This design comes from an exercise in tuning for small area on the open sky130 flow, not from production work. Where RTL was checked, it was by simulation tests only, not by an equivalence proof against the original. For run 1, only the layout was checked, not whether the RTL still works. The clock port is modelled as an ideal driver; clocking choices that lean on that would not hold on a real chip. No activity file was given, so power comes from the tool's default toggle rates.

`flow/flow/pre_resize.tcl`:
```
# Remove the buffers timing-driven global placement inserted (named place*);
# the repair_design that follows adds back any that a design rule needs.
set my_names {}
foreach my_inst [get_cells place*] {
  if {[string match sky130_fd_sc_hd__buf_* [get_property $my_inst ref_name]]} {
    lappend my_names [get_full_name $my_inst]
  }
}
puts "removing [llength $my_names] placement buffers: $my_names"
if {[llength $my_names] > 0} { remove_buffers {*}$my_names }
```
`flow/flow/rename_regs.py`:
```
import re, sys

cell_re = re.compile(r'^(\s*)(sky130_fd_sc_hd__\w+)\s+(\\\S+\s|\S+)\s*\(', re.M)

def cells(text):
    # yields (start, end, cell type, instance name, body) for each instance
    out = []
    for m in cell_re.finditer(text):
        end = text.index(');', m.end())
        out.append((m.start(3), m.end(3), m.group(2), m.group(3).strip(), text[m.end():end]))
    return out

def q_net(body):
    m = re.search(r'\.Q\((.*?)\)\s*(,|$)', body, re.S)
    return m.group(1).strip() if m else None

ref = open(sys.argv[1]).read()
net = open(sys.argv[2]).read()
ref_names = {}
for s, e, typ, name, body in cells(ref):
    if '__df' in typ:
        ref_names[q_net(body)] = name
wanted = set(ref_names.values())
new = []
pos = 0
n_reg = 0
for s, e, typ, name, body in cells(net):
    if '__df' in typ:
        q = q_net(body)
        if q not in ref_names:
            sys.exit('register %s (Q %s) has no match in the reference' % (name, q))
        repl = ref_names[q]
        n_reg += 1
    elif name in wanted:
        repl = name.rstrip() + '_c' if not name.startswith('\\') else name + '_c'
    else:
        continue
    new.append(net[pos:s])
    new.append(repl + ' ')
    pos = e
new.append(net[pos:])
if n_reg != len(ref_names):
    sys.exit('register count differs: %d vs %d' % (n_reg, len(ref_names)))
open(sys.argv[2], 'w').write(''.join(new))
print('renamed %d registers' % n_reg)
```
`flow/design.v`:
```
module keypad_scan(clk, rst, scan_rst, key_col, key_row, kc, kr);
  input clk, rst;
  input scan_rst;
  input [3:0] key_row;
  output [2:0] key_col;
  output reg [1:0] kc;
  output reg [1:0] kr;
  reg [1:0] sq;
  wire [1:0] s = scan_rst ? 2'd0 : sq;
  wire key_stop = |key_row;
  wire one_row = (key_row == 4'b0001) | (key_row == 4'b0010) |
                 (key_row == 4'b0100) | (key_row == 4'b1000);
  assign key_col = {s == 2'd3, s == 2'd2, s == 2'd1};
  always @(posedge clk) begin
    if (rst) sq <= 2'd0;
    else if (!key_stop) sq <= (s == 2'd3) ? 2'd1 : s + 2'd1;
    else sq <= s;
  end
  always @(posedge clk) begin
    if (rst) kc <= 2'd0;
    else kc <= one_row ? s : 2'd0;
    kr <= {key_row[3] | key_row[2], key_row[3] | key_row[1]};
  end
endmodule
module demux(clk, rst, switch, kc, kr, dc, dr, dsw);
  input clk, rst, switch;
  input [1:0] kc, kr;
  output reg [1:0] dc, dr;
  output reg dsw;
  always @(posedge clk) begin
    if (rst) dc <= 2'd0;
    else dc <= kc;
    dr <= kr;
    dsw <= switch;
  end
endmodule
module mux(switch, pos, sw_digits, t_digits, t_zero, digit);
  input switch;
  input [2:0] pos;
  input [21:0] sw_digits;
  input [23:0] t_digits;
  input t_zero;
  output reg [3:0] digit;
  always @(*) begin
    digit = 4'd0;
    if (switch) begin
      case (pos)
        3'd0: digit = sw_digits[3:0];
        3'd1: digit = sw_digits[7:4];
        3'd2: digit = sw_digits[11:8];
        3'd3: digit = {1'b0, sw_digits[14:12]};
        3'd4: digit = sw_digits[18:15];
        3'd5: digit = {1'b0, sw_digits[21:19]};
        default: digit = 4'd0;
      endcase
    end else begin
      case (pos)
        3'd0: digit = t_zero ? 4'd0 : t_digits[3:0];
        3'd1: digit = t_zero ? 4'd0 : t_digits[7:4];
        3'd2: digit = t_digits[11:8];
        3'd3: digit = t_digits[15:12];
        3'd4: digit = t_digits[19:16];
        3'd5: digit = t_digits[23:20];
        default: digit = 4'd0;
      endcase
    end
  end
endmodule
module smallMux(s, t, switch, clk, rst, out);
  input s, t, switch;
  input clk, rst;
  output reg out;
  always @(posedge clk) begin
    out <= switch ? s : t;
  end
endmodule
module light_distributor(i, clk, rst, o);
  input i, clk, rst;
  output [7:0] o;
  reg l;
  always @(posedge clk) begin
    if (rst) l <= 1'b0;
    else l <= i;
  end
  assign o = {8{l}};
endmodule
module outBuffer(clk, rst, digit, pos, seg_data, seg_position);
  input clk, rst;
  input [3:0] digit;
  output [2:0] pos;
  output [7:0] seg_data;
  output [5:0] seg_position;
  reg [3:0] cnt;
  reg [2:0] q;
  reg [3:0] nd, sd;
  assign pos = (q == 3'd5 || q == 3'd7) ? 3'd0 : q + 3'd1;
  always @(posedge clk) begin
    if (rst) begin
      cnt <= 4'd0;
      q <= 3'd7;
      nd <= 4'd0;
      sd <= 4'd15;
    end else begin
      cnt <= cnt + 4'd1;
      if (cnt == 4'd14) nd <= digit;
      if (cnt == 4'd0) begin
        q <= pos;
        sd <= nd;
      end
    end
  end
  assign seg_position = {q != 3'd5 && q != 3'd7, q != 3'd4 && q != 3'd7, q != 3'd3 && q != 3'd7,
                         q != 3'd2 && q != 3'd7, q != 3'd1 && q != 3'd7, q != 3'd0 && q != 3'd7};
  wire s3 = sd[3], s2 = sd[2], s1 = sd[1], s0 = sd[0];
  assign seg_data[7] = ~(~s3 & ~s2 & ~s1 & s0 | s3 & s2 | s2 & ~s0);
  assign seg_data[6] = ~s3 & s1 & s0 | ~s2 | ~s1 & ~s0;
  assign seg_data[5] = ~s3 & s2 | ~s3 & s0 | ~s1;
  assign seg_data[4] = ~s2 & s1 | ~s2 & ~s0 | s2 & ~s1 & s0 | s1 & ~s0;
  assign seg_data[3] = ~(s2 & ~s1 | s0);
  assign seg_data[2] = ~(~s3 & ~s2 & s0 | ~s2 & s1 | s1 & s0);
  assign seg_data[1] = ~(~s3 & ~s2 & ~s1 | s2 & s1 & s0);
  assign seg_data[0] = 1'b0;
endmodule
module stopWatch(clk, rst, switch, k_star, k_hash, rst_out, t1, t10, s1, s10, m1, m10);
  input clk, rst, switch;
  input k_star, k_hash;
  output reg rst_out;
  output reg [3:0] t1, t10, s1, m1;
  output reg [2:0] s10, m10;
  localparam DIS = 2'd0, RST = 2'd3, CNT = 2'd1, STP = 2'd2;
  reg [1:0] state, n_state;
  reg [1:0] cyc;
  always @(*) begin
    n_state = state;
    if (switch && state == DIS) n_state = RST;
    else if (!switch) n_state = DIS;
    if (k_star) n_state = RST;
    else if (k_hash) n_state = (state == CNT) ? STP : CNT;
  end
  wire tick = (state == CNT) && (cyc == 2'd2);
  function [3:0] inc9;
    input [3:0] b;
    inc9 = {b[3] & ~b[0] | b[2] & b[1] & b[0], b[2] ^ (b[1] & b[0]), ~b[3] & (b[1] ^ b[0]), ~b[0]};
  endfunction
  function [2:0] inc5;
    input [2:0] b;
    inc5 = {b[2] & ~b[0] | b[1] & b[0], ~b[2] & (b[1] ^ b[0]), ~b[0]};
  endfunction
  wire t1_9 = t1[3] & t1[0], t10_9 = t10[3] & t10[0];
  wire s1_9 = s1[3] & s1[0], s10_5 = s10[2] & s10[0];
  wire m1_9 = m1[3] & m1[0], m10_5 = m10[2] & m10[0];
  wire clr = (state == RST);
  wire inc_t10 = tick && t1_9;
  wire inc_s1 = inc_t10 && t10_9;
  wire inc_s10 = inc_s1 && s1_9;
  wire inc_m1 = inc_s10 && s10_5;
  wire inc_m10 = inc_m1 && m1_9;
  always @(posedge clk) begin
    if (rst) begin
      state <= DIS; rst_out <= 1'b0;
    end else begin
      state <= n_state;
      rst_out <= (k_star | k_hash) && !clr;
    end
  end
  always @(posedge clk) begin
    if (rst || clr) cyc <= 2'd0; else if (state == CNT) cyc <= cyc + 2'd1;
    if (rst || clr) t1 <= 0; else if (tick) t1 <= inc9(t1);
    if (rst || clr) t10 <= 0; else if (inc_t10) t10 <= inc9(t10);
    if (rst || clr) s1 <= 0; else if (inc_s1) s1 <= inc9(s1);
    if (rst || clr) s10 <= 0; else if (inc_s10) s10 <= inc5(s10);
    if (rst || clr) m1 <= 0; else if (inc_m1) m1 <= inc9(m1);
    if (rst || clr) m10 <= 0; else if (inc_m10) m10 <= inc5(m10);
  end
endmodule
module timer(clk, rst, switch, k_star, k_hash, k_dig, digit, rst_out, light_out, zero,
             t1, t10, s1, s10, m1, m10);
  input clk, rst, switch;
  input k_star, k_hash, k_dig;
  input [3:0] digit;
  output reg rst_out;
  output reg light_out;
  output zero;
  output reg [3:0] t1, t10, s1, s10, m1, m10;
  localparam DIS = 3'd0, RST = 3'd1, KEY = 3'd3, RDY = 3'd2, CD = 3'd6, ZRO = 3'd7, DIS2 = 3'd5;
  reg [2:0] state, n_state;
  reg [1:0] cyc;
  wire dis = (state == DIS) || (state == DIS2);
  assign zero = (state == ZRO);
  always @(*) begin
    n_state = state;
    if (!switch && dis) n_state = RST;
    else if (switch) n_state = DIS;
    if (k_star) begin
      case (state)
        RST: n_state = KEY;
        KEY: n_state = RDY;
        default: n_state = RST;
      endcase
    end else if (k_hash) begin
      case (state)
        RDY: n_state = CD;
        CD: n_state = RDY;
        default: n_state = RST;
      endcase
    end
    if (state == CD && t1 == 0 && t10 == 0 && s1 == 0 && s10 == 0 && m1 == 0 && m10 == 0)
      n_state = ZRO;
    if (state == KEY && n_state == DIS) n_state = DIS2;
  end
  wire run = (state == CD) || (state == ZRO);
  wire tick = run && (cyc == 2'd2);
  wire tm0 = (t1 == 0) && (t10 == 0);
  wire sc0 = (s1 == 0) && (s10 == 0);
  function [3:0] dec9;
    input [3:0] b;
    reg z;
    begin
      z = ~(b[3] | b[2] | b[1] | b[0]);
      dec9 = {b[3] & b[0] | z, b[2] & (b[1] | b[0]) | b[3] & ~b[0],
              b[1] & b[0] | ~b[1] & ~b[0] & (b[2] | b[3]), ~b[0]};
    end
  endfunction
  function [3:0] dec5;
    input [3:0] b;
    reg z;
    begin
      z = ~(b[3] | b[2] | b[1] | b[0]);
      dec5 = {b[3] & b[0], b[2] & (b[1] | b[0]) | b[3] & ~b[0] | z,
              b[1] & b[0] | ~b[1] & ~b[0] & (b[2] | b[3]), ~b[0]};
    end
  endfunction
  wire [3:0] t1_d = dec9(t1), t10_d = dec9(t10), s1_d = dec9(s1), s10_d = dec5(s10);
  wire [3:0] m1_d = dec9(m1), m10_d = dec9(m10);
  wire st_rst = (state == RST), st_key = (state == KEY), st_cd = (state == CD), st_zro = (state == ZRO);
  wire allz = tm0 && sc0 && (m1 == 0) && (m10 == 0);
  wire clr = st_rst || (state == DIS2);
  wire clr_t = clr || (st_zro && (switch || k_star || k_hash));
  wire shift = st_key && k_dig;
  wire dec_t1 = tick && !(st_cd && allz);
  wire dec_t10 = dec_t1 && (t1 == 0);
  wire dec_s1 = tick && st_cd && tm0 && !allz;
  wire dec_s10 = dec_s1 && (s1 == 0);
  wire dec_m1 = dec_s1 && sc0;
  wire dec_m10 = dec_m1 && (m1 == 0);
  always @(posedge clk) begin
    if (rst) begin
      state <= DIS; rst_out <= 1'b0; light_out <= 1'b0; cyc <= 2'd0;
    end else begin
      state <= n_state;
      if (st_rst) rst_out <= 1'b0;
      else if (k_star | k_hash | (k_dig & st_key)) rst_out <= 1'b1;
      else if (!k_dig) rst_out <= 1'b0;
      if (st_rst) cyc <= 2'd0;
      else if (run) cyc <= cyc + 2'd1;
      if (st_rst) light_out <= 1'b0;
      else if (st_cd && allz) light_out <= 1'b1;
      else if (st_zro && tick && t1 == 4'd1 && t10 == 0) light_out <= ~light_out;
    end
  end
  always @(posedge clk) begin
    if (rst || clr_t) t1 <= 0; else if (shift) t1 <= digit; else if (dec_t1) t1 <= t1_d;
    if (rst || clr_t) t10 <= 0; else if (shift) t10 <= t1; else if (dec_t10) t10 <= t10_d;
    if (rst || clr) s1 <= 0; else if (shift) s1 <= t10; else if (dec_s1) s1 <= s1_d;
    if (rst || clr) s10 <= 0; else if (shift) s10 <= s1; else if (dec_s10) s10 <= s10_d;
    if (rst || clr) m1 <= 0; else if (shift) m1 <= s10; else if (dec_m1) m1 <= m1_d;
    if (rst || clr) m10 <= 0; else if (shift) m10 <= m1; else if (dec_m10) m10 <= m10_d;
  end
endmodule
module topModule(clk, rst, switch, key_row, key_col, seg_data, seg_position, light_out);
  input clk, rst, switch;
  input [3:0] key_row;
  output [2:0] key_col;
  output [7:0] seg_data;
  output [5:0] seg_position;
  output [7:0] light_out;
  wire scannerRst;
  wire [1:0] kc, kr, dc, dr;
  wire dsw;
  wire rst_out_s, rst_out_t, light, t_zero;
  wire [3:0] st1, st10, ss1, sm1;
  wire [2:0] ss10, sm10;
  wire [3:0] tt1, tt10, ts1, ts10, tm1, tm10;
  wire [2:0] pos;
  wire [3:0] digit;
  wire valid = (dc != 2'd0);
  wire star = valid && dr == 2'd3 && dc == 2'd1;
  wire hash = valid && dr == 2'd3 && dc == 2'd3;
  wire dig = valid && !star && !hash;
  wire [3:0] dval = (dr == 2'd3) ? 4'd0 : {2'b00, dr} * 4'd3 + {2'b00, dc};
  keypad_scan myks(clk, rst, scannerRst, key_col, key_row, kc, kr);
  demux mydemux(clk, rst, switch, kc, kr, dc, dr, dsw);
  stopWatch mysw(clk, rst, switch, star & dsw, hash & dsw, rst_out_s,
                 st1, st10, ss1, ss10, sm1, sm10);
  timer mytimer(clk, rst, switch, star & !dsw, hash & !dsw, dig & !dsw, dval,
                rst_out_t, light, t_zero, tt1, tt10, ts1, ts10, tm1, tm10);
  smallMux mysmallmux(rst_out_s, rst_out_t, switch, clk, rst, scannerRst);
  light_distributor myld(light, clk, rst, light_out);
  mux mymux(switch, pos, {sm10, sm1, ss10, ss1, st10, st1},
            {tm10, tm1, ts10, ts1, tt10, tt1}, t_zero, digit);
  outBuffer mybuffer(clk, rst, digit, pos, seg_data, seg_position);
endmodule
```
`flow/flow/downsize_clk.tcl`:
```
# Downsize each clock-tree buffer to the smallest clkbuf that keeps every
# flip-flop clock pin's slew (placement-estimated) under a limit.
proc my_clk_max_slew {} {
  estimate_parasitics -placement
  set mx 0
  foreach pin [get_pins -hierarchical */CLK] {
    set s [get_property $pin slew_max]
    if {$s > $mx} { set mx $s }
  }
  return $mx
}
set my_slew_limit 0.118
set my_block [ord::get_db_block]
foreach my_inst [$my_block getInsts] {
  set my_name [$my_inst getName]
  if {![string match clkbuf_* $my_name]} continue
  set my_orig [[$my_inst getMaster] getName]
  foreach my_size {2 4 8 16} {
    set my_try sky130_fd_sc_hd__clkbuf_$my_size
    if {$my_try == $my_orig} break
    replace_cell $my_name $my_try
    if {[my_clk_max_slew] <= $my_slew_limit} break
    replace_cell $my_name $my_orig
  }
  puts "clock buffer $my_name: $my_orig -> [[$my_inst getMaster] getName]"
}
puts "clock pin slew after downsizing: [my_clk_max_slew]"
```
`flow/config.mk`:
```
export PLATFORM = sky130hd
export DESIGN_NAME = topModule
export DESIGN_NICKNAME = topModule
export VERILOG_FILES = /design/flow/design.v
export SDC_FILE = /design/flow/constraint.sdc
export NUM_CORES = 4
export LEC_CHECK = 0
export CAP_MARGIN = 20
export CORE_MARGIN = 2
export CORE_UTILIZATION = 70
export SLEW_MARGIN = 20
```
`flow/flow/abc_d1.script`:
```
strash
&get -n
&deepsyn -T 30 -S 1
&dch -f
&nf -R 1000 -p -F 8 -A 4 -a
&put
```
`flow/flow/abc_d5.script`:
```
strash
&get -n
&deepsyn -T 30 -S 5
&dch -f
&nf -R 1000 -p -F 8 -A 4 -a
&put
```
`flow/flow/abc_c5.script`:
```
strash
&get -n
&deepsyn -T 30 -S 5
&dch -f
&nf -R 1000 -p
&put
```
`flow/constraint.sdc`:
```
create_clock -name core_clock -period 10.0 [get_ports {clk}]
set_input_delay 2.0000 -clock core_clock [delete_from_list [all_inputs] [get_ports {clk}]]
set_output_delay 2.0000 -clock core_clock [all_outputs]
set_load 0.01 [all_outputs]
```
`flow/flow/abc_d4.script`:
```
strash
&get -n
&deepsyn -T 30 -S 4
&dch -f
&nf -R 1000 -p -F 8 -A 4 -a
&put
```
`flow/flow/abc_c3.script`:
```
strash
&get -n
&deepsyn -T 30 -S 3
&dch -f
&nf -R 1000 -p
&put
```
`flow/flow/abc_d3.script`:
```
strash
&get -n
&deepsyn -T 30 -S 3
&dch -f
&nf -R 1000 -p -F 8 -A 4 -a
&put
```
`flow/flow/abc_c1.script`:
```
strash
&get -n
&deepsyn -T 30 -S 1
&dch -f
&nf -R 1000 -p
&put
```
`flow/flow/abc_c4.script`:
```
strash
&get -n
&deepsyn -T 30 -S 4
&dch -f
&nf -R 1000 -p
&put
```
`flow/standard.sh`:
```
#!/bin/bash
# synth_recipe.tcl (not shown) runs the flow's synth.tcl, then flattens the netlist and writes it again
# the make line also repeats each setting of config.mk as NAME=value (left out here)
make -C /OpenROAD-flow-scripts/flow DESIGN_CONFIG=/design/flow/config.mk WORK_HOME=/design/flow/orfs CLKGATE_MAP_FILE= SYNTH_SCRIPT=/design/flow/synth_recipe.tcl "${@:-finish}"
```
`flow/flow/abc_c0.script`:
```
strash
&get -n
&deepsyn -T 30 -S 0
&dch -f
&nf -R 1000 -p
&put
```
`flow/flow/abc_d0.script`:
```
strash
&get -n
&deepsyn -T 30 -S 0
&dch -f
&nf -R 1000 -p -F 8 -A 4 -a
&put
```
`flow/flow/abc_c2.script`:
```
strash
&get -n
&deepsyn -T 30 -S 2
&dch -f
&nf -R 1000 -p
&put
```
`flow/flow/abc_d2.script`:
```
strash
&get -n
&deepsyn -T 30 -S 2
&dch -f
&nf -R 1000 -p -F 8 -A 4 -a
&put
```
`flow/flow/run.sh`:
```
#!/bin/bash
# Synthesis: the standard script run with each of several area-oriented ABC
# recipes (flow/abc_*.script) and no adder extraction; the smallest result is
# kept, and its registers are given the instance names the standard synthesis
# gives them. Layout: the standard flow with the smallest buffer on the ports,
# without the buffers timing-driven placement adds where no design rule needs
# them (flow/pre_resize.tcl), and a clock tree of small clusters without
# dummy loads, whose buffers are then downsized as far as the flip-flop
# clock-pin slew allows (flow/downsize_clk.tcl).
set -euo pipefail
W=$PWD
P=results/$FLOW_PLATFORM/topModule/base
R=$W/orfs/$P
# 1. standard synthesis, kept for its register names
bash standard.sh synth > $W/synth_standard.log 2>&1
cp $R/1_2_yosys.v $W/standard_synth.v
rm -f $R/1_2_yosys.v $R/1_synth.odb $R/1_synth.sdc
# 2. area-oriented syntheses, four at a time
MK=$(grep '^make -C' standard.sh | sed 's/ "\${@:-finish}"$//')
variant() {
  local k=$1 d=$W/syn_$1
  rm -rf $d; mkdir -p $d
  cp -r $FLOW_HOME/scripts $d/scripts
  cp $W/flow/abc_$k.script $d/scripts/abc_area.script
  local cmd=$(echo "$MK" | sed "s#WORK_HOME=[^ ]*#WORK_HOME=$d/orfs#")
  SCRIPTS_DIR=$d/scripts ABC_AREA=1 ADDER_MAP_FILE= bash -c "$cmd $d/orfs/$P/1_2_yosys.v" > $W/synth_$k.log 2>&1 || true
}
n=0
for f in $W/flow/abc_*.script; do
  k=$(basename $f .script); k=${k#abc_}
  variant $k &
  n=$((n+1))
  if (( n % 4 == 0 )); then wait; fi
done
wait
best=""; best_area=""
for f in $W/flow/abc_*.script; do
  k=$(basename $f .script); k=${k#abc_}
  s=$W/syn_$k/orfs/reports/$FLOW_PLATFORM/topModule/base/synth_stat.txt
  [[ -f $s && -f $W/syn_$k/orfs/$P/1_2_yosys.v ]] || continue
  a=$(sed -n "s/.*Chip area for module.*: *\([0-9.]*\).*/\1/p" $s | tail -1)
  echo "variant $k area $a" >> $W/synth_variants.log
  if [[ -z "$best" ]] || awk "BEGIN {exit !($a < $best_area)}"; then best=$k; best_area=$a; fi
done
echo "kept variant $best area $best_area" >> $W/synth_variants.log
cp $W/syn_$best/orfs/$P/1_2_yosys.v $R/1_2_yosys.v
python3 $W/flow/rename_regs.py $W/standard_synth.v $R/1_2_yosys.v > $W/rename_regs.log 2>&1
# 3. layout
export BUFFER_PORTS_ARGS="-buffer_cell sky130_fd_sc_hd__buf_1"
export PRE_RESIZE_TCL=$W/flow/pre_resize.tcl
export POST_CTS_TCL=$W/flow/downsize_clk.tcl
export CTS_ARGS="-sink_clustering_enable -repair_clock_nets -dont_use_dummy_load -buf_list {sky130_fd_sc_hd__clkbuf_4 sky130_fd_sc_hd__clkbuf_8} -sink_clustering_size 12"
bash standard.sh > $W/layout.log 2>&1
```
==> summary.md, run 1 <==
| Metric | Value |
|---|---|
| Total track usage | `30.0%` |
| P_sw | `153 µW` |
| Final Cycle Share | `42.8%` |
| Std-Cell Rows | `26` |
| Via count | `3510` |
| Final TNS setup | `0 ns` |
| GPL Wtd Cong | `0.989` |
| Die area | `6030 µm²` |
| Slew headroom | `27.2%` |
| IO Pins | `32` |
| Setup WS post-layout | `5.72 ns` |
| CTS tree | `done` |
| Sequential share of power | `63.3%` |
| Origin of the worst setup path | `mybuffer.q[2]` |
| Drt wl/cell | `16.1 µm` |
| Dpl cell area | `3940 µm²` |
| DR pass1 iterations | `5` |
| Area Growth Syn to Fin | `5.90%` |
| PwrDens | `142 nW/µm²` |
| Reg2reg setup slack | `6.15 ns` |
| Die Span X | `77.7 µm` |
| Max capacitance violation total | `0` |
| Pre-CTS setup slack | `5.75 ns` |
| Worst Hold Class | `reg2reg` |
| Post-route ant nets | `0` |
| Endpoint type of the worst setup path | `output pin` |
| Layout filler cell count | `417` |
| Placeable Area | `5170 µm²` |
| Internal power | `420 µW` |
| Met2 usage | `49.2%` |
| Post-Syn Area | `3800 µm²` |
| RSZ-0062 raised after global routing | `false` |
| Synth warnings | `8` |
| R2R cell count | `13` |
| Global-route wire length before repair | `14.7 mm` |
| Initial antenna violation count | `0` |
| Req. time, crit path | `8.00 ns` |
| Post-Syn Nets | `446` |
| Pwr Total | `573 µW` |
| Switch share | `26.7%` |
| Drt initial violations | `392` |
| # clock sinks | `86` |
| Slew @ Worst Pin | `1.09 ns` |
| Clock Skews | `0.0349 ns` |
| Clock Latency Late Sink | `0.52 ns` |
| Worst vdd ir | `0.103 mV` |
| Syn Inst Count | `439` |
| Combinational share of power | `11.1%` |
| Met1 GRT Util | `37.5%` |
| Reg2Reg Capture Point | `mytimer.m10[1]` |
| Layout cell share with drive strength beyond 1 | `2.56%` |
| CP Class | `reg2out` |
| Leak | `1.45 nW` |
| Gr busiest metal | `met2` |
| Status | `no timing/DRC/antenna violations` |
| Syn Area/Cell | `8.65 µm²` |
| Slew Viols, Final | `0` |
| Min cycle time layout | `4.28 ns` |
| Congestion Overflow GR | `0` |
| Fin area | `4020 µm²` |
| Fin nets | `478` |
| Startpoint Class | `flop` |
| Clock power frac | `25.6%` |
| R2r startpoint | `mytimer.t1[1]` |
| Largest net degree at the start of global routing | `25` |
| N_diodes | `0` |
| Routed Wire Length | `8.67 mm` |
| Max Fanout on Critical Path | `12` |
| Data arrival time of the worst path | `2.28 ns` |
| Hold Fails Final Rpt | `0` |
| Residual DRC | `0` |
| # setup viols final | `0` |
| Die Y | `77.7 µm` |
| Hpwl dp | `6.01 mm` |
| Starting Density | `73.4%` |
| Critical path destination | `seg_position[4]` |
| Worst-path clk slew | `0.10 ns` |
| Vias/cell | `6.51` |
| Vias in the first global route | `3255` |
| Fmax | `234 MHz` |
| M3 GR Usage | `8.14%` |
| IO buf count | `30` |
## metrics by stage
step	std cells	utilization (%)	hold WS (ns)
after global routing	539	77.8	0.339
after floorplan	439	-	0.310
after detailed placement	530	76.2	0.314
after global placement	533	76.4	0.311
final	539	77.8	0.333
## cells in the final DEF, fill, tap and decap left out, types with 5 or more instances in the layout
cell type	count
dfxtp_1	86
nor2_1	51
a21oi_1	35
nand2_1	34
buf_1	30
o21ai_0	24
nand3_1	24
nor3_1	14
nor2b_1	13
a22o_1	12
and3_1	10
nand2b_1	10
nor3b_1	9
clkinv_1	8
xor2_1	8
a222oi_1	7
nor4_1	6
clkbuf_4	6
nand4_1	5
a22oi_1	5
## worst min-delay path by stage
| stage | cells past startpoint | to | startpoint |
|---|---|---|---|
| 6_report | 0 | mydemux.dr[0] | myks.kr[0] |
| 5_1_grt | 0 | mydemux.dr[1] | myks.kr[1] |
| 3_5_place_dp | 0 | mydemux.dr[1] | myks.kr[1] |
| 3_3_place_gp | 0 | mydemux.dr[0] | myks.kr[0] |
| 2_1_floorplan | 0 | mydemux.dr[0] | myks.kr[0] |
## final cells by class
class	instances	area (µm²)	share of cell area [%]
flip-flops and latches	86	1720	42.8
multi-input cells	336	1990	49.5
clock buffers	9	77.6	1.93
inverters	8	30.0	0.747
repair buffers	30	113	2.80
well taps	70	87.6	2.18
## power groups by stage
stage	combinational [mW]	sequential, mW	clock [mW]
finish	0.0637	0.363	0.147
global route	0.0709	0.365	0.161
detailed placement	0.0626	0.370	0
floorplan	0.0422	0.367	0
global placement	0.0613	0.369	0
## worst max-delay path, stage by stage, from the launching register on
cell and delay, ns:
dfxtp_1 0.57, nor3b_1 0.88, nor2_1 0.15, buf_1 0.17
## layer usage
| metal | up-vias | wire length [µm] |
|---|---|---|
| li1 | 1702 | - |
| met1 | 1664 | 3800 |
| met2 | 120 | 4190 |
| met3 | 24 | 471 |
| met4 | 0 | 205 |
| met5 | - | 0 |
==> run 2, diff against run 1 <==
--- a/flow/design.v
+++ b/flow/design.v
@@ -34,44 +34,28 @@
     dsw <= switch;
   end
 endmodule
-module mux(switch, pos, sw_digits, t_digits, t_zero, digit);
+module mux(switch, sel, sw_digits, t_digits, t_zero, digit);
   input switch;
-  input [2:0] pos;
+  input [5:0] sel;
   input [21:0] sw_digits;
   input [23:0] t_digits;
   input t_zero;
-  output reg [3:0] digit;
-  always @(*) begin
-    digit = 4'd0;
-    if (switch) begin
-      case (pos)
-        3'd0: digit = sw_digits[3:0];
-        3'd1: digit = sw_digits[7:4];
-        3'd2: digit = sw_digits[11:8];
-        3'd3: digit = {1'b0, sw_digits[14:12]};
-        3'd4: digit = sw_digits[18:15];
-        3'd5: digit = {1'b0, sw_digits[21:19]};
-        default: digit = 4'd0;
-      endcase
-    end else begin
-      case (pos)
-        3'd0: digit = t_zero ? 4'd0 : t_digits[3:0];
-        3'd1: digit = t_zero ? 4'd0 : t_digits[7:4];
-        3'd2: digit = t_digits[11:8];
-        3'd3: digit = t_digits[15:12];
-        3'd4: digit = t_digits[19:16];
-        3'd5: digit = t_digits[23:20];
-        default: digit = 4'd0;
-      endcase
-    end
-  end
+  output [3:0] digit;
+  wire [3:0] sw_d = {4{sel[0]}} & sw_digits[3:0] | {4{sel[1]}} & sw_digits[7:4] |
+                    {4{sel[2]}} & sw_digits[11:8] | {4{sel[3]}} & {1'b0, sw_digits[14:12]} |
+                    {4{sel[4]}} & sw_digits[18:15] | {4{sel[5]}} & {1'b0, sw_digits[21:19]};
+  wire [3:0] t_d = {4{sel[0] & ~t_zero}} & t_digits[3:0] | {4{sel[1] & ~t_zero}} & t_digits[7:4] |
+                   {4{sel[2]}} & t_digits[11:8] | {4{sel[3]}} & t_digits[15:12] |
+                   {4{sel[4]}} & t_digits[19:16] | {4{sel[5]}} & t_digits[23:20];
+  assign digit = switch ? sw_d : t_d;
 endmodule
 module smallMux(s, t, switch, clk, rst, out);
   input s, t, switch;
   input clk, rst;
   output reg out;
   always @(posedge clk) begin
-    out <= switch ? s : t;
+    if (rst) out <= 1'b0;
+    else out <= switch ? s : t;
   end
 endmodule
 module light_distributor(i, clk, rst, o);
@@ -84,33 +68,33 @@
   end
   assign o = {8{l}};
 endmodule
-module outBuffer(clk, rst, digit, pos, seg_data, seg_position);
+module outBuffer(clk, rst, digit, sel, seg_data, seg_position);
   input clk, rst;
   input [3:0] digit;
-  output [2:0] pos;
+  output [5:0] sel;
   output [7:0] seg_data;
   output [5:0] seg_position;
   reg [3:0] cnt;
-  reg [2:0] q;
+  reg [5:0] p;
   reg [3:0] nd, sd;
-  assign pos = (q == 3'd5 || q == 3'd7) ? 3'd0 : q + 3'd1;
+  wire z = ~p[0] & ~p[1];
+  assign seg_position = p;
+  assign sel = ~{p[4:0], p[5]};
   always @(posedge clk) begin
     if (rst) begin
       cnt <= 4'd0;
-      q <= 3'd7;
+      p <= 6'd0;
       nd <= 4'd0;
       sd <= 4'd15;
     end else begin
       cnt <= cnt + 4'd1;
       if (cnt == 4'd14) nd <= digit;
       if (cnt == 4'd0) begin
-        q <= pos;
+        p <= z ? 6'b111110 : {p[4:0], p[5]};
         sd <= nd;
       end
     end
   end
-  assign seg_position = {q != 3'd5 && q != 3'd7, q != 3'd4 && q != 3'd7, q != 3'd3 && q != 3'd7,
-                         q != 3'd2 && q != 3'd7, q != 3'd1 && q != 3'd7, q != 3'd0 && q != 3'd7};
   wire s3 = sd[3], s2 = sd[2], s1 = sd[1], s0 = sd[0];
   assign seg_data[7] = ~(~s3 & ~s2 & ~s1 & s0 | s3 & s2 | s2 & ~s0);
   assign seg_data[6] = ~s3 & s1 & s0 | ~s2 | ~s1 & ~s0;
@@ -127,7 +111,7 @@
   output reg rst_out;
   output reg [3:0] t1, t10, s1, m1;
   output reg [2:0] s10, m10;
-  localparam DIS = 2'd0, RST = 2'd3, CNT = 2'd1, STP = 2'd2;
+  localparam DIS = 2'd0, RST = 2'd1, CNT = 2'd2, STP = 2'd3;
   reg [1:0] state, n_state;
   reg [1:0] cyc;
   always @(*) begin
@@ -182,7 +166,7 @@
   output reg light_out;
   output zero;
   output reg [3:0] t1, t10, s1, s10, m1, m10;
-  localparam DIS = 3'd0, RST = 3'd1, KEY = 3'd3, RDY = 3'd2, CD = 3'd6, ZRO = 3'd7, DIS2 = 3'd5;
+  localparam DIS = 3'd0, RST = 3'd1, KEY = 3'd2, RDY = 3'd3, CD = 3'd4, ZRO = 3'd5, DIS2 = 3'd6;
   reg [2:0] state, n_state;
   reg [1:0] cyc;
   wire dis = (state == DIS) || (state == DIS2);
@@ -281,7 +265,7 @@
   wire [3:0] st1, st10, ss1, sm1;
   wire [2:0] ss10, sm10;
   wire [3:0] tt1, tt10, ts1, ts10, tm1, tm10;
-  wire [2:0] pos;
+  wire [5:0] sel;
   wire [3:0] digit;
   wire valid = (dc != 2'd0);
   wire star = valid && dr == 2'd3 && dc == 2'd1;
@@ -296,7 +280,7 @@
                 rst_out_t, light, t_zero, tt1, tt10, ts1, ts10, tm1, tm10);
   smallMux mysmallmux(rst_out_s, rst_out_t, switch, clk, rst, scannerRst);
   light_distributor myld(light, clk, rst, light_out);
-  mux mymux(switch, pos, {sm10, sm1, ss10, ss1, st10, st1},
+  mux mymux(switch, sel, {sm10, sm1, ss10, ss1, st10, st1},
             {tm10, tm1, ts10, ts1, tt10, tt1}, t_zero, digit);
-  outBuffer mybuffer(clk, rst, digit, pos, seg_data, seg_position);
-endmodule
+  outBuffer mybuffer(clk, rst, digit, sel, seg_data, seg_position);
+endmodule
==> flow/flow/run.sh (replaced) <==
#!/bin/bash
# Synthesis: the standard script with an area-oriented ABC recipe
# (flow/abc_area.script) and no adder extraction; registers are then given
# the instance names the standard synthesis gives them. Layout: the standard
# flow with the smallest buffer on the ports and a clock tree of small
# clusters without dummy loads.
set -euo pipefail
W=$PWD
R=$W/orfs/results/$FLOW_PLATFORM/topModule/base
# 1. standard synthesis, kept for its register names
bash standard.sh synth > $W/synth_standard.log 2>&1
cp $R/1_2_yosys.v $W/standard_synth.v
rm -f $R/1_2_yosys.v $R/1_synth.odb $R/1_synth.sdc
# 2. area-oriented synthesis
rm -rf $W/scripts_area
cp -r $FLOW_HOME/scripts $W/scripts_area
cp $W/flow/abc_area.script $W/scripts_area/abc_area.script
SCRIPTS_DIR=$W/scripts_area ABC_AREA=1 ADDER_MAP_FILE= bash standard.sh $R/1_2_yosys.v > $W/synth_area.log 2>&1
python3 $W/flow/rename_regs.py $W/standard_synth.v $R/1_2_yosys.v > $W/rename_regs.log 2>&1
# 3. layout
export BUFFER_PORTS_ARGS="-buffer_cell sky130_fd_sc_hd__buf_1"
export CTS_ARGS="-sink_clustering_enable -repair_clock_nets -dont_use_dummy_load -buf_list {sky130_fd_sc_hd__clkbuf_4 sky130_fd_sc_hd__clkbuf_8} -sink_clustering_size 12"
bash standard.sh > $W/layout.log 2>&1
==> flow/flow/abc_area.script (new file) <==
strash
&get -n
&deepsyn -T 30
&put
dch -f
&get -n
&nf -R 1000 -p -F 8 -A 4 -a
&put
removed: flow/flow/abc_c0.script
removed: flow/flow/abc_c1.script
removed: flow/flow/abc_c2.script
removed: flow/flow/abc_c3.script
removed: flow/flow/abc_c4.script
removed: flow/flow/abc_c5.script
removed: flow/flow/abc_d0.script
removed: flow/flow/abc_d1.script
removed: flow/flow/abc_d2.script
removed: flow/flow/abc_d3.script
removed: flow/flow/abc_d4.script
removed: flow/flow/abc_d5.script
removed: flow/flow/downsize_clk.tcl
removed: flow/flow/pre_resize.tcl
==> run 2 against run 1 <==
Against the previous run:
- final cell count increased by 2.8%
- core utilization decreased by 0.66 points
- synthesized cell count increased by 2.5%
- highest routed layer unchanged
- area after synthesis increased by 3.0%
- sequential share of layout area decreased by 0.32 points
- clock power increased by 27%
==> summary.md, run 2 <==
| Metric | Value |
|---|---|
| Drt wl/cell | `16.3 µm (+1.1%)` |
| Fin area | `4190 µm² (+4.3%)` |
| Max Fanout on Critical Path | `29 (+17)` |
| PwrDens | `147 nW/µm² (+3.3%)` |
| IO buf count | `30 (unchanged)` |
| IO Pins | `32 (unchanged)` |
| Synth warnings | `7 (-1)` |
| Die Y | `78.8 µm (+1.4%)` |
| Status | `no timing/DRC/antenna violations` |
| DR pass1 iterations | `7 (+2)` |
| Leak | `1.53 nW (+5.5%)` |
| H-tree depth | `3` |
| CTS buffer count | `9` |
| Worst-path clk slew | `0.07 ns (-0.03 ns)` |
| RSZ-0062 raised after global routing | `false` |
| Most common cell after layout, fill and taps aside | `dfxtp_1` |
| GPL Wtd Cong | `0.898 (-9.2%)` |
| Post-route ant nets | `0 (unchanged)` |
| Min cycle time layout | `4.32 ns (+0.0377 ns)` |
| Global-route wire length before repair | `14.9 mm (+1.7%)` |
| Syn Area/Cell | `8.70 µm² (+0.51%)` |
| Post-synth EDFFs | `0` |
| Die Span X | `78.8 µm (+1.4%)` |
| Hpwl dp | `6.26 mm (+4.2%)` |
| Endpoint type of the worst setup path | `flop` |
| Post-CTS sizing | `0` |
| Std-Cell Rows | `27 (+3.8%)` |
| Initial antenna violation count | `0 (unchanged)` |
| Hold Fails Final Rpt | `0 (unchanged)` |
| Hold_buf cts | `0` |
| Via count | `3504 (-0.17%)` |
| Worst Hold Class | `reg2reg` |
| Delay-heaviest family, CP | `compound AO/OA/AOI/OAI gates` |
| Total track usage | `30.5% (+0.46 points)` |
| Routed Wire Length | `9.01 mm (+3.9%)` |
| Vias in the first global route | `3172 (-2.5%)` |
| CP max stage cell | `nor2_1` |
| Starting Density | `72.0% (-1.5 points)` |
| FFs w/ async S/R, synth | `0%` |
| Vias/cell | `6.32 (-2.9%)` |
| Die area | `6210 µm² (+2.9%)` |
| Worst vdd ir | `0.111 mV (+8.1%)` |
| Req. time, crit path | `10.24 ns (+2.24 ns)` |
| Most common cell in the netlist | `dfxtp_1` |
| Seq/Total Area, Yosys | `45.5%` |
| Layout filler cell count | `408 (-2.2%)` |
| # setup viols final | `0 (unchanged)` |
| Critical path, cell by cell | `buf_1, buf_4, o21bai_1, o21bai_1, nor2_1, o21ai_0, o32ai_1` |
| Post-Syn Nets | `457 (+2.5%)` |
| Slew headroom | `32.9% (+5.7 points)` |
| Final TNS setup | `0 ns (unchanged)` |
| Clk buf depth | `2` |
| Placeable Area | `5440 µm² (+5.2%)` |
| Clock Latency Late Sink | `0.35 ns (-0.17 ns)` |
| Pwr Total | `617 µW (+7.7%)` |
| Post-Syn Area | `3910 µm² (+3.0%)` |
| Area Growth Syn to Fin | `7.16%` |
| Fin nets | `491 (+2.7%)` |
| Largest stage delay, worst path | `0.78 ns (-0.10 ns)` |
| Synth cell types | `50` |
| Fmax | `232 MHz (-0.87%)` |
| Congestion Overflow GR | `0 (unchanged)` |
| Top cells by count, synth | `dfxtp_1, nor2_1, a21oi_1` |
| Slew @ Worst Pin | `1.00 ns (-0.0870 ns)` |
| Max capacitance violation total | `0 (unchanged)` |
| Count of state elements after synthesis | `89` |
| Final Cycle Share | `43.2% (+0.38 points)` |
| Layout cell share with drive strength beyond 1 | `2.49% (-0.069 points)` |
| Slew Viols, Final | `0 (unchanged)` |
| Syn Inst Count | `450 (+2.5%)` |
| Reg2reg setup slack | `6.08 ns (-0.07 ns)` |
| CTS tree | `done` |
| Pre-CTS setup slack | `5.46 ns (-0.291 ns)` |
| Dpl cell area | `4060 µm² (+3.1%)` |
| # clock sinks | `89 (+3.5%)` |
| CTS Root Cell | `clkbuf_8` |
| Data arrival time of the worst path | `4.56 ns (+2.28 ns)` |
| Residual DRC | `0 (unchanged)` |
| CP Class | `in2reg` |
| Top FF cell, synth | `dfxtp_1` |
| Post-synth top area share | `45.5%` |
| Buf+Inv Stages, Crit Path | `2 (+1)` |
| Main area contributors after synthesis | `dfxtp_1, nor2_1, a21oi_1` |
| Startpoint Class | `input pin` |
| Most used cell, CP | `o21bai_1` |
| Largest net degree at the start of global routing | `30 (+20%)` |
| Setup WS post-layout | `5.68 ns (-0.0377 ns)` |
| N_diodes | `0 (unchanged)` |
| Post CTS Setup Buffer Count | `0` |
| Most frequent cells in the layout | `dfxtp_1, nor2_1, a21oi_1` |
| Drt initial violations | `332 (-15%)` |
| Area leader, netlist | `dfxtp_1` |
| Clock Skews | `0.0214 ns (-0.0136 ns)` |
==> run 2: cell types whose count changed in the layout (fill, tap and decap cells not counted), sizes merged, moves of 4 or more <==
| cell | delta |
|---|---|
| a22o | +6 |
| clkinv | +8 |
| nor3b | -7 |
| nand2b | +10 |
| nand4 | -5 |
| a221o | +5 |
| a31oi | -4 |
| nand3 | -10 |
| a22oi | -4 |
==> run 2: power by group <==
part | leakage (nW) | internal (mW) | switching (mW) | total, mW
logic | 0.742 | 0.0180 | 0.0378 | 0.0559
registers | 0.722 | 0.363 | 0.0119 | 0.375
clock network | 0.0647 | 0.0806 | 0.106 | 0.186
total | 1.53 | 0.462 | 0.155 | 0.617
==> run 2: path summary, 6_finish.rpt <==
| check | startpoint | depth (start not counted) | endpoint |
|---|---|---|---|
| worst max-delay path | rst | 7 | mytimer.t1[1] |
| worst min-delay path | myks.kr[1] | 0 | mydemux.dr[1] |
| worst max register to register | mytimer.s10[1] | 14 | mytimer.m10[2] |
| worst min register to register | myks.kr[1] | 0 | mydemux.dr[1] |
==> run 2: kinds of logic after synthesis <==
kind of cell              after synthesis  synth area share (%)
xor gates and xnor gates               11                  2.46
and+or+nand+nor                       183                  23.4
other                                   1                0.0958
muxes                                   2                 0.543
DFF                                    89                  45.5
buffers and inverters                  25                  3.26
AOI/OAI and AO/OA                     139                  24.7
==> run 2: layout make-up <==
type	count	area, µm²	share of cell area (%)
clock buffers	9	124	2.95
flip-flops and latches	89	1780	42.5
inverters	16	60.1	1.43
multi-input cells	336	2010	47.9
repair buffers	32	128	3.04
well taps	72	90.1	2.15
==> run 2: layer usage <==
metal  track usage, %  vias up  routed length, µm
li1                 -     1729                  -
met1             40.7     1587               3940
met2             47.7      163               4170
met3             5.68       25                639
met4             15.1        0                258
met5                0        -                  0
==> run 2: worst reg2reg max path, cell delays in order (launching register included) <==
cell and delay, ns:
dfxtp_1 0.44, nor2_1 0.11, nand2_1 0.12, nor3_1 0.07, nand3_1 0.07, or3_1 0.18
nand3b_1 0.30, nor4_2 0.60, nand3_1 0.33, or2_0 0.34, o31ai_1 0.42, nor2b_1 0.38
nand2b_1 0.10, a221oi_1 0.24, nor3_1 0.09
==> run 2: per-stage QoR <==
| step | hold slack (ns) | util [%] | std cells |
|---|---|---|---|
| after floorplan | 0.310 | - | 450 |
| after global placement | 0.315 | 74.7 | 545 |
| after detailed placement | 0.316 | 74.7 | 545 |
| after CTS | 0.333 | 77.0 | 554 |
| after global routing | 0.345 | 77.1 | 554 |
| final | 0.333 | 77.1 | 554 |

[port drivers added, routing unchanged]
How much do the figures lean on ideal ports? The routed layouts below were timed once more, with nothing changed but the port constraints. Step 1 (the two cells are an assumption about what drives the block):
set clk [get_ports {clk}]
set_driving_cell -lib_cell sky130_fd_sc_hd__clkbuf_16 $clk
set_driving_cell -lib_cell sky130_fd_sc_hd__buf_2 [delete_from_list [all_inputs] $clk]
Step 2, shift: input delay + t, output delay - t, t = (earliest + latest rising clock arrival at the registers) / 2. This alone moves slack from input paths to output paths. Three values: ideal, step 1, step 2; two values: the first two.
run | t, ns | setup slack, ns | slew at the worst register clock pin (ns)
run 1 | 0.526 | 5.722 / 5.694 / 5.738 | 0.11 / 0.11
run 2 | 0.374 | 5.684 / 5.695 / 5.321 | 0.09 / 0.09
After both steps setup and hold are still met in every run listed. For run 2, which loses most, drivers alone change the setup slack by +0.011 ns; drivers and shift together by -0.363 ns.
